This is an optimization exercise on Yosys and OpenROAD, whose aim is small area and a short achievable clock period, not a production implementation. In this exercise RTL edits were held to simulation tests only and were not proved equivalent to the original. Power figures rest on the tool's default switching activity, not on a simulated workload.

== run A ==
## uart_top
module uart_top (
    input  wire        clk,
    input  wire        rst,
    input  wire [31:0] baudrate,
    input  wire [1:0]  stop_bits,
    input  wire        parity_en,
    input  wire        parity_type,
    input  wire [7:0]  tx_data,
    input  wire        tx_valid,
    output wire        tx_ready,
    output wire        tx,
    input  wire        rx,
    input  wire        rx_valid,
    output wire        rx_ready,
    output wire [7:0]  rx_data,
    output wire        rx_parity_valid
);
reg [24:0] b;        
reg        b_hi;     
reg [1:0]  sb;
reg        pe;
always @(posedge clk) begin
    b    <= baudrate[24:0];
    b_hi <= |baudrate[31:25];
    sb   <= stop_bits;
    pe   <= parity_en;
end
wire z = b_hi | (b > 25'd25000000);
uart_tx u_tx (
    .rst(rst), .clk(clk), .data(tx_data), .b(b), .z(z), .valid(tx_valid),
    .stop_bits(sb), .parity_en(pe), .parity_type(parity_type),
    .ready(tx_ready), .tx(tx)
);
uart_rx u_rx (
    .rst(rst), .clk(clk), .rx(rx), .b(b), .z(z), .valid(rx_valid),
    .stop_bits(sb), .parity_en(pe), .parity_type(parity_type),
    .parity_valid(rx_parity_valid), .ready(rx_ready), .rx_data(rx_data)
);
endmodule
For scale: ~650 cells after synthesis, about 120 flip-flops, about 61 I/O pins, about 0.0065 mm² of cells after synthesis.
clock: 120.0 ns
lec_check: 0
cap_margin: 20
core_margin: 2
core_utilization: 75
cts_buf_list: sky130_fd_sc_hd__clkbuf_4
cts_cluster_diameter: 100
cts_cluster_size: 30
place_density: 0.85
slew_margin: 20
standard.sh (not shown) runs the stock make flow with config.mk's settings and CLKGATE_MAP_FILE= SYNTH_SCRIPT=/design/flow/synth_recipe.tcl, a recipe that flattens the netlist after the stock synthesis.
==> flow/flow/run.sh <==
#!/bin/bash
# The standard layout (standard.sh: the standard flow's synthesis and ORFS flow), with the
# port buffers that placement inserts on every input and output made
# sky130_fd_sc_hd__buf_1 instead of the default buffer cell.
set -euo pipefail
export BUFFER_PORTS_ARGS="-buffer_cell sky130_fd_sc_hd__buf_1"
bash standard.sh > standard.log 2>&1
## Diff of input files: run B against run A
- a change of CORE_UTILIZATION from 75 to 60
- a change of PLACE_DENSITY from 0.85 to 0.7
Findings:
Run B: all stages complete, timing, DRC and antenna checks passed
Going from run A to run B, combinational fraction of design power saw a decrease, xor/xnor share of the synthesized area saw little to no change, vertical extent of the die saw an increase, final critical delay including setup and external delays saw an increase.
Run A → run B: total routed wirelength -about 4.6%, design area climbed about 0.36%.
Compared with run A, run B shows cell count higher by 31.
Against run A, run B comes in 2 lower on number of iterations in the first detailed-routing pass.
Input changes introduced in run C (baseline for comparison: run B):
==> flow/flow/run.sh <==
#!/bin/bash
# The standard layout (standard.sh: the standard flow's synthesis and ORFS flow) with three
# changes:
#  - the port buffers that placement inserts on every input and output are
#    sky130_fd_sc_hd__buf_1 instead of the default buffer cell;
#  - after the placement resize step, cells are sized down where the timing
#    slack allows (flow/recover.tcl).
# make's full output goes to standard.log; ORFS keeps each tool's log under
# orfs/logs.
set -euo pipefail
export BUFFER_PORTS_ARGS="-buffer_cell sky130_fd_sc_hd__buf_1"
export CTS_ARGS="-sink_clustering_enable -repair_clock_nets -sink_clustering_size 30 -sink_clustering_max_diameter 100 -buf_list sky130_fd_sc_hd__clkbuf_4 -dont_use_dummy_load"
export POST_RESIZE_TCL="$PWD/flow/recover.tcl"
bash standard.sh > standard.log 2>&1
==> flow/flow/recover.tcl (new file) <==
# Sourced by ORFS after its placement resize step (POST_RESIZE_TCL): size
# cells down where the timing slack allows.
repair_timing -recover_power 100
Notes after the runs:
Total power (run C / run B): 0.918. Going from run B to run C, part of the power in combinational logic increased 2.8 points; via count of the first global-routing pass decreased about 1.1%; wire length essentially unchanged; routed via count decreased 36; sequential power essentially unchanged. Run C completed; timing, DRC and antenna clean.
--- input diff run C..run D ---
==> flow/flow/run.sh <==
#!/bin/bash
# The standard layout (standard.sh: the standard flow's synthesis and ORFS flow) with two
# changes:
#  - the port buffers that placement inserts on every input and output are
#    sky130_fd_sc_hd__buf_1 instead of the default buffer cell;
set -euo pipefail
export BUFFER_PORTS_ARGS="-buffer_cell sky130_fd_sc_hd__buf_1"
export CTS_ARGS="-sink_clustering_enable -repair_clock_nets -sink_clustering_size 30 -sink_clustering_max_diameter 100 -buf_list sky130_fd_sc_hd__clkbuf_4 -dont_use_dummy_load"
bash standard.sh > standard.log 2>&1
removed: flow/flow/recover.tcl
Findings:
- Delta (run D minus run C): area added between synthesis and finish up 0.15 points; critical path depth flat; clock share of power flat; pre-CTS setup slack down 0.0053 ns.
- Diff run D and run C: global-route usage lower in run D
- The internal cell power was comparable across run D and run C.

## v15
Another version of the RTL of uart_top (not shown whole).
Size in the first run: roughly 660 cells after synthesis, ~120 flip-flops, ~61 I/O pins, ~0.0064 sq mm of cells after synthesis.
clock: 120.0 ns
lec_check: 0
cap_margin: 20
core_margin: 2
core_utilization: 60
cts_buf_list: sky130_fd_sc_hd__clkbuf_4
cts_cluster_diameter: 100
cts_cluster_size: 30
place_density: 0.7
slew_margin: 20
==> flow/flow/run.sh <==
#!/bin/bash
# The standard layout (standard.sh: the standard flow's synthesis and ORFS flow) with two
# changes:
#  - the port buffers that placement inserts on every input and output are
#    sky130_fd_sc_hd__buf_1 instead of the default buffer cell;
#  - clock tree synthesis uses clkbuf_4 buffers under a clkbuf_16 root and adds
#    no dummy loads for balancing (the rest as config.mk's CTS settings).
# make's full output goes to standard.log; ORFS keeps each tool's log under
# orfs/logs.
set -euo pipefail
export BUFFER_PORTS_ARGS="-buffer_cell sky130_fd_sc_hd__buf_1"
export CTS_ARGS="-sink_clustering_enable -repair_clock_nets -sink_clustering_size 30 -sink_clustering_max_diameter 100 -buf_list sky130_fd_sc_hd__clkbuf_4 -root_buf sky130_fd_sc_hd__clkbuf_16 -dont_use_dummy_load"
bash standard.sh > standard.log 2>&1
The inputs of v8 differ from those of v15 as listed below.
==> flow/flow/run.sh <==
#!/bin/bash
# The standard layout (standard.sh: the standard flow's synthesis and ORFS flow) with two
# changes:
#  - the port buffers that placement inserts on every input and output are
#    sky130_fd_sc_hd__buf_1 instead of the default buffer cell;
set -euo pipefail
export BUFFER_PORTS_ARGS="-buffer_cell sky130_fd_sc_hd__buf_1"
export CTS_ARGS="-sink_clustering_enable -repair_clock_nets -sink_clustering_size 30 -sink_clustering_max_diameter 100 -buf_list sky130_fd_sc_hd__clkbuf_4 -dont_use_dummy_load"
bash standard.sh > standard.log 2>&1
--- outcome ---
Summary of the comparison: worst-case vdd ir drop is lower in v8, relative to v15. Required arrival time at the worst endpoint in v8 is 24260 ps below v15. Total net switching power delta (v8 -> v15): insignificant. The detailed-route wire length was comparable across v8 and v15. v8 against v15: number of vias per cell after detailed routing shows no meaningful change; final instance area shows no meaningful change.
Input-level comparison between v23 and v8:
--- a/flow/flow/run.sh
+++ b/flow/flow/run.sh
@@ -5,0 +6,4 @@
+#  - clock tree synthesis uses clkbuf_4 buffers under a clkbuf_8 root and adds
+#    no dummy loads for balancing (the rest as config.mk's CTS settings).
+# make's full output goes to standard.log; ORFS keeps each tool's log under
+# orfs/logs.
@@ -8 +12 @@
-export CTS_ARGS="-sink_clustering_enable -repair_clock_nets -sink_clustering_size 30 -sink_clustering_max_diameter 100 -buf_list sky130_fd_sc_hd__clkbuf_4 -dont_use_dummy_load"
+export CTS_ARGS="-sink_clustering_enable -repair_clock_nets -sink_clustering_size 30 -sink_clustering_max_diameter 100 -buf_list sky130_fd_sc_hd__clkbuf_4 -root_buf sky130_fd_sc_hd__clkbuf_8 -dont_use_dummy_load"
[summary]
In the flow results for v8 and v23, the final critical delay including setup and external delays is smaller on v23.
v23: no failed stages, no open violations at the end
In v23, latest clock arrival within the worst-skew pair is lower than in v8.
Sequential cell fraction of total power of v8 is on par with v23.
[compare] base=v8 new=v23: final weighted congestion in routability-driven placement roughly the same, setup slack of the worst register-to-register path +20 ps.
Comparing v8 and v23, the higher share of total power in the clock network was measured on v23.
Share of post-route cells with drive strength above 1 came out exactly the same in v8 and v23.
Wire length: v23 worse than v8

-- what the ideal ports hide --
In the flow no input, the clock included, has a driving cell. The finished layouts below were timed again as built, in two steps. Step 1 assumes that a clkbuf_16 drives the clock port and a buf_2 every other input. Step 2 times the ports against the registers' clock, not the clock port: input delays grow and output delays shrink by t, the midpoint of the rising clock arrivals with the driver on. Three values: no drivers, after step 1, after step 2; two values: the first two.
run	t, ns	setup WS [ns]	worst setup path at the end	clock arrival spread, ns	cell pins on the clock port's net
run A	0.540	94.881 / 94.850 / 94.815	input to register	0.019 / 0.019	1
run B	0.574	94.840 / 94.808 / 94.818	input to register	0.016 / 0.016	1
run C	0.544	94.884 / 94.850 / 94.838	input to register	0.036 / 0.037	1
run D	0.545	94.883 / 94.849 / 94.829	input to register	0.027 / 0.026	1
v15	0.387	94.858 / 94.872 / 94.485	input to register	0.024 / 0.024	1
v8	0.538	94.891 / 94.856 / 94.483	input to register	0.027 / 0.027	1
v23	0.435	94.912 / 94.922 / 94.486	input to register	0.022 / 0.023	1
After both steps setup and hold are still met in every run listed. For v23, which loses most, drivers alone change the setup slack by +0.010 ns; drivers and shift together by -0.426 ns.
